Background: an optimization exercise with open tools, aiming at small area. Do not read the settings as production practice. Function was checked by simulation only, so behaviour that the tests miss may differ from the original.

==> flow/design.v (outline; a module is shown in full before it is edited, if it fits) <==
// module FA: 6 lines
// module BPP: 5 lines
// module HA: 6 lines
// module STDP_multiplier: 8 lines
// module STDPmodel: 2530 lines
module STDPmodel (reset, clk, T_pre, T_post, W_previous, W_new);
  // ...
==> flow/flow/run.sh <==
#!/bin/bash
set -euo pipefail
export BUFFER_PORTS_ARGS="-buffer_cell sky130_fd_sc_hd__buf_1"
bash standard.sh finish > flow_make.log 2>&1 || { tail -50 flow_make.log; exit 1; }
tail -5 flow_make.log
==> flow/standard.sh <==
#!/bin/bash
# synth_recipe.tcl (not shown) runs the flow's synth.tcl, then flattens the netlist and writes it again
# the make line also repeats each setting of config.mk as NAME=value (left out here)
make -C /OpenROAD-flow-scripts/flow DESIGN_CONFIG=/design/flow/config.mk WORK_HOME=/design/flow/orfs CLKGATE_MAP_FILE= SYNTH_SCRIPT=/design/flow/synth_recipe.tcl "${@:-finish}"
==> flow/config.mk <==
export PLATFORM = sky130hd
export DESIGN_NAME = STDPmodel
export DESIGN_NICKNAME = STDPmodel
export VERILOG_FILES = /design/flow/design.v
export SDC_FILE = /design/flow/constraint.sdc
export NUM_CORES = 4
export LEC_CHECK = 0
export ABC_AREA = 1
export CAP_MARGIN = 20
export CORE_MARGIN = 2
export CORE_UTILIZATION = 40
export SLEW_MARGIN = 20
export SYNTH_HIERARCHICAL = 1
export SYNTH_MINIMUM_KEEP_SIZE = 0
==> flow/constraint.sdc <==
create_clock -name core_clock -period 25.0 [get_ports {clk}]
set_input_delay 5.0000 -clock core_clock [delete_from_list [all_inputs] [get_ports {clk}]]
set_output_delay 5.0000 -clock core_clock [all_outputs]
set_load 0.01 [all_outputs]
==> impl_metrics.csv, run 1 <==
group,metric,value,unit
finish,postLayoutCoreUtil,42.8,%
drt,highest_layer,"met4",
drt,wl_met1,15500,um
finish,layout_common_cells,"274 x fa_1, 195 x inv_1, 177 x o22ai_1, 166 x xor2_1, 157 x nand2_1",
hold_path,whs_endpoint,"A",
finish,reg.largest.list,"r2 x23, A x1, s x1",
global_routing,grt_usage,22.1,%
place,place_inst,1950,
drt,wl_met3,2610,um
finish,buffers,130,
yosys,synth-compound-area-share,12.8,%
critical_path,cp_num_buf_inv,3,
yosys,yosysWarnings,7,
finish,seq_cells,25,
finish,mostFrequentLayoutCell,"fa_1",
global_routing,grt_busiest_layer,"met2",
critical_path,cp_max_fo,24,
global_routing,grt_pass1_vias,11293,
critical_path,crit_family,"adder cells",
sta,rsz0062_at_grt,"false",
clock_network,post_cts_buffers,0,
critical_path,cp_num_cells,46,
yosys,synth_seq_cells,25,
place,post_dp_cell_area,13900,sq um
finish,multi_input_area_share,82.0,%
yosys,syn-cell-area,13200,sq um
finish,n_fill_cell,3279,
critical_path,slowest_delay,0.85,ns
drt,drc,0,
clock_network,clk_path_buf_depth,2,
critical_path,crit_start,"W_previous[16]",
finish,antenna_cells,0,
outcome,status,"timing/DRC/antenna clean",
critical_path,cp_data_arrival_time,18.16,ns
==> run 2: changes to the inputs <==
--- a/flow/config.mk
+++ b/flow/config.mk
@@ -6,9 +6,10 @@
 export NUM_CORES = 4
 export LEC_CHECK = 0
 export ABC_AREA = 1
-export CAP_MARGIN = 20
+export CAP_MARGIN = 0
 export CORE_MARGIN = 2
 export CORE_UTILIZATION = 40
-export SLEW_MARGIN = 20
+export CTS_BUF_LIST = sky130_fd_sc_hd__clkbuf_8
+export SLEW_MARGIN = 0
 export SYNTH_HIERARCHICAL = 1
 export SYNTH_MINIMUM_KEEP_SIZE = 0
==> run 2 against run 1 <==
Compared with the run above:
- still clean
- hold slack got worse by 0.014 ns
- first-iteration DRC count fell by 3.0%
- synthesized area unchanged
- critical path depth did not move
- setup slack improved by 0.0056 ns
- via count down 0.39%
- clock-buffer cell count is the same
- critical path type unchanged
- largest cell class unchanged
==> impl_metrics.csv, run 2 <==
group,metric,value,unit
outcome,status,"timing/DRC/antenna clean",
die,die_h,186,um
yosys,yosysWarnings,7,
place,io_buffers,98,
global_routing,antenna_found_initial,0,
critical_path,startpoint_type,"input pin",
yosys,yosysMostFrequentCell,"fa_1",
yosys,yosysTopAreaCell,"fa_1",
drt,via_count,10699,
global_routing,grt_usage,22.1,%
drt,vias_per_cell,5.48,
die,placeableCoreArea,32500,sq um
yosys,ys_types,47,
finish,postLayoutCoreUtil,42.7,%
yosys,synth-edff-count,0,
die,ios,130,
clock_network,post_cts_buffers,0,
drt,drt_iter0_markers,911,
sta,rsz0062_at_grt,"false",
place,globalplace.congestion,0.870,
clock_network,cts_resized,0,
clock_network,numCtsBuffers,3,
drt,routed_wl,37100,um
clock_network,cts_tree,"done",
critical_path,cp_data_arrival_time,18.15,ns
drt,drc,0,
critical_path,slowest_delay,0.84,ns
finish,layout.cells.non_filler,1954,
hold_path,whs_endpoint,"A",
finish,antenna_cells,0,
yosys,synth_top_cell_area_share,41.6,%
hold_path,min_path_type,"in -> reg",
yosys,synthArstFlopShare,0,%
finish,largest_register,"r2",
run,drv_cap,0,
critical_path,crit_slowest_cell,"nand2_1",
drt,wl_per_cell,19.0,um
critical_path,cp_max_fo,24,
yosys,dominantRegCellSynth,"dfxtp_1",
finish,reg.largest.list,"r2 x23, A x1, s x1",
critical_path,crit_family,"adder cells",
sta,fmax,43.2,MHz
yosys,syn_avg_cell_area,8.90,sq um
finish,n_fill_cell,3282,
sta,setup_viol,0,
critical_path,crit_type,"in -> out",
global_routing,grt_max_degree,58,
global_routing,grt_pass1_wl,59500,um
finish,multi_input_area,11400,sq um
critical_path,path_common_cell,"fa_1",
yosys,netlist_instances,1483,
finish,mostFrequentLayoutCell,"fa_1",
critical_path,cp_num_buf_inv,3,
die,die_w,186,um
die,num_rows,66,
yosys,synth_commonest_cells,"274 x fa_1, 195 x inv_1, 177 x o22ai_1",
place,dp_hpwl,29500,um
sta,period_share,92.6,%
clock_network,cts_root_buffer,"clkbuf_8",
clock_network,clk_path_buf_depth,2,
finish,largest_reg_flops,23,
finish,area_delta_synth_final,5.35,%
sta,tightest_slew,0.963,ns
global_routing,grt_overflow,0,
sta,slew_headroom,35.7,%
finish,final_nets,1978,
place,place_inst,1950,
yosys,synth_area_leaders,"fa_1 42%, xor2_1 11%, ha_1 8.8%, o22ai_1 8.4%, inv_1 5.5%",
drt,drt_first_pass_iters,5,
die,die_area,34500,sq um
sta,slew_viol_final,0,
yosys,yosysSeqAreaShare,3.79,%
sta,tns,0,ns
hold_path,whs_path_depth,2,
hold_path,hp-start,"reset",
clock_network,cts.sinks,25,
yosys,synth_seq_cells,25,
sta,hold_violations,0,
finish,seq_area,500,sq um
finish,layout-drive-gt1-share,4.89,%
critical_path,cp.required,20.00,ns
die,initial_core_util,40.6,%
clock_network,cts.clk_slew.worst_paths,0.08,ns
clock_network,cts.htree.levels,1,
sta,min_period,23.15,ns
yosys,syn-cell-area,13200,sq um
finish,layout_common_cells,"274 x fa_1, 195 x inv_1, 177 x o22ai_1, 166 x xor2_1, 157 x nand2_1",
global_routing,grt_pass1_vias,11269,
critical_path,end_kind,"primary output",
clock_network,hold_buffers,0,
drt,drtAntennaViolNets,0,
==> run 2: cell counts after synthesis <==
No cell type changed its count.
==> run 2: through the flow <==
stage          hold slack, ns  worst slack (ns)  area, sq um
2_1_floorplan            5.08              3.05        13300
3_3_place_gp             5.25              1.99        13900
3_5_place_dp             5.22              1.92        13900
4_1_cts                  4.93              1.88        13900
5_1_grt                  4.96              1.29        13900
6_report                 4.95              1.85        13900
==> run 2: how the worst max path moves through the flow <==
stage / startpoint / to / slack (ns) / cells past startpoint
2_1_floorplan: W_previous[17] / W_new[19] / 3.05 / 52
3_5_place_dp: W_previous[16] / W_new[20] / 1.92 / 46
3_3_place_gp: W_previous[16] / W_new[21] / 1.99 / 46
4_1_cts: W_previous[16] / W_new[20] / 1.88 / 46
6_report: W_previous[16] / W_new[21] / 1.85 / 46
5_1_grt: W_previous[16] / W_new[19] / 1.29 / 46
==> run 2: cell type report <==
| class | instances | area share (%) |
|---|---|---|
| multi-input cells | 1148 | 82.2 |
| well taps | 442 | 3.98 |
| repair buffers | 130 | 4.37 |
| flip-flops and latches | 25 | 3.60 |
| inverters | 205 | 5.54 |
| clock buffers | 3 | 0.297 |
| clock inverters | 1 | 0.0630 |
==> run 2: cells by family after synthesis <==
family / synth area share, %
flip-flops: 3.79
multiplexers: 0.455
AND/OR/NAND/NOR: 10.1
AO/OA/AOI/OAI: 12.8
XOR/XNOR: 12.1
adder cells (fa/ha/maj): 50.4
other: 0.0569
buffers and inverters: 10.3
==> run 2: Yosys stat by module (local to each module, per instance) <==
module / flops+latches / cell area [sq um]
HA: 0 / 12.5
STDPmodel: 25 / 7580
FA: 0 / 20.0
==> run 2: metal layers <==
layer	track usage [%]	routed length, um
met1	28.2	15400
met2	38.7	18000
met3	3.01	2570
met4	6.87	1090
met5	0	0

[re-timing with driven ports]
The flow's constraints put no driver on any port. The routed layouts listed below were extracted and timed again, unchanged, in two steps.
Step 1 assumes that a clkbuf_16 drives the clock port and a buf_2 every other input.
Step 2 adds t to the input delays and takes it off the output delays; t is the mean of the earliest and latest rising clock arrival at the registers after step 1. Input paths then give back, and output paths get back, about the clock's delay inside the block.
Three values: no drivers, after step 1, after step 2; two values: the first two.
| run | shift t [ns] | slack for setup (ns) | hold slack, ns | worst register clock-pin slew, ns | pins driven straight from the clock port |
|---|---|---|---|---|---|
| run 1 | 0.287 | 1.841 / 1.816 / 1.816 | 4.963 / 4.959 / 5.247 | 0.07 / 0.07 | 1 |
| run 2 | 0.292 | 1.847 / 1.822 / 1.822 | 4.949 / 4.950 / 5.243 | 0.09 / 0.09 | 1 |
After both steps setup and hold are still met in every run listed.
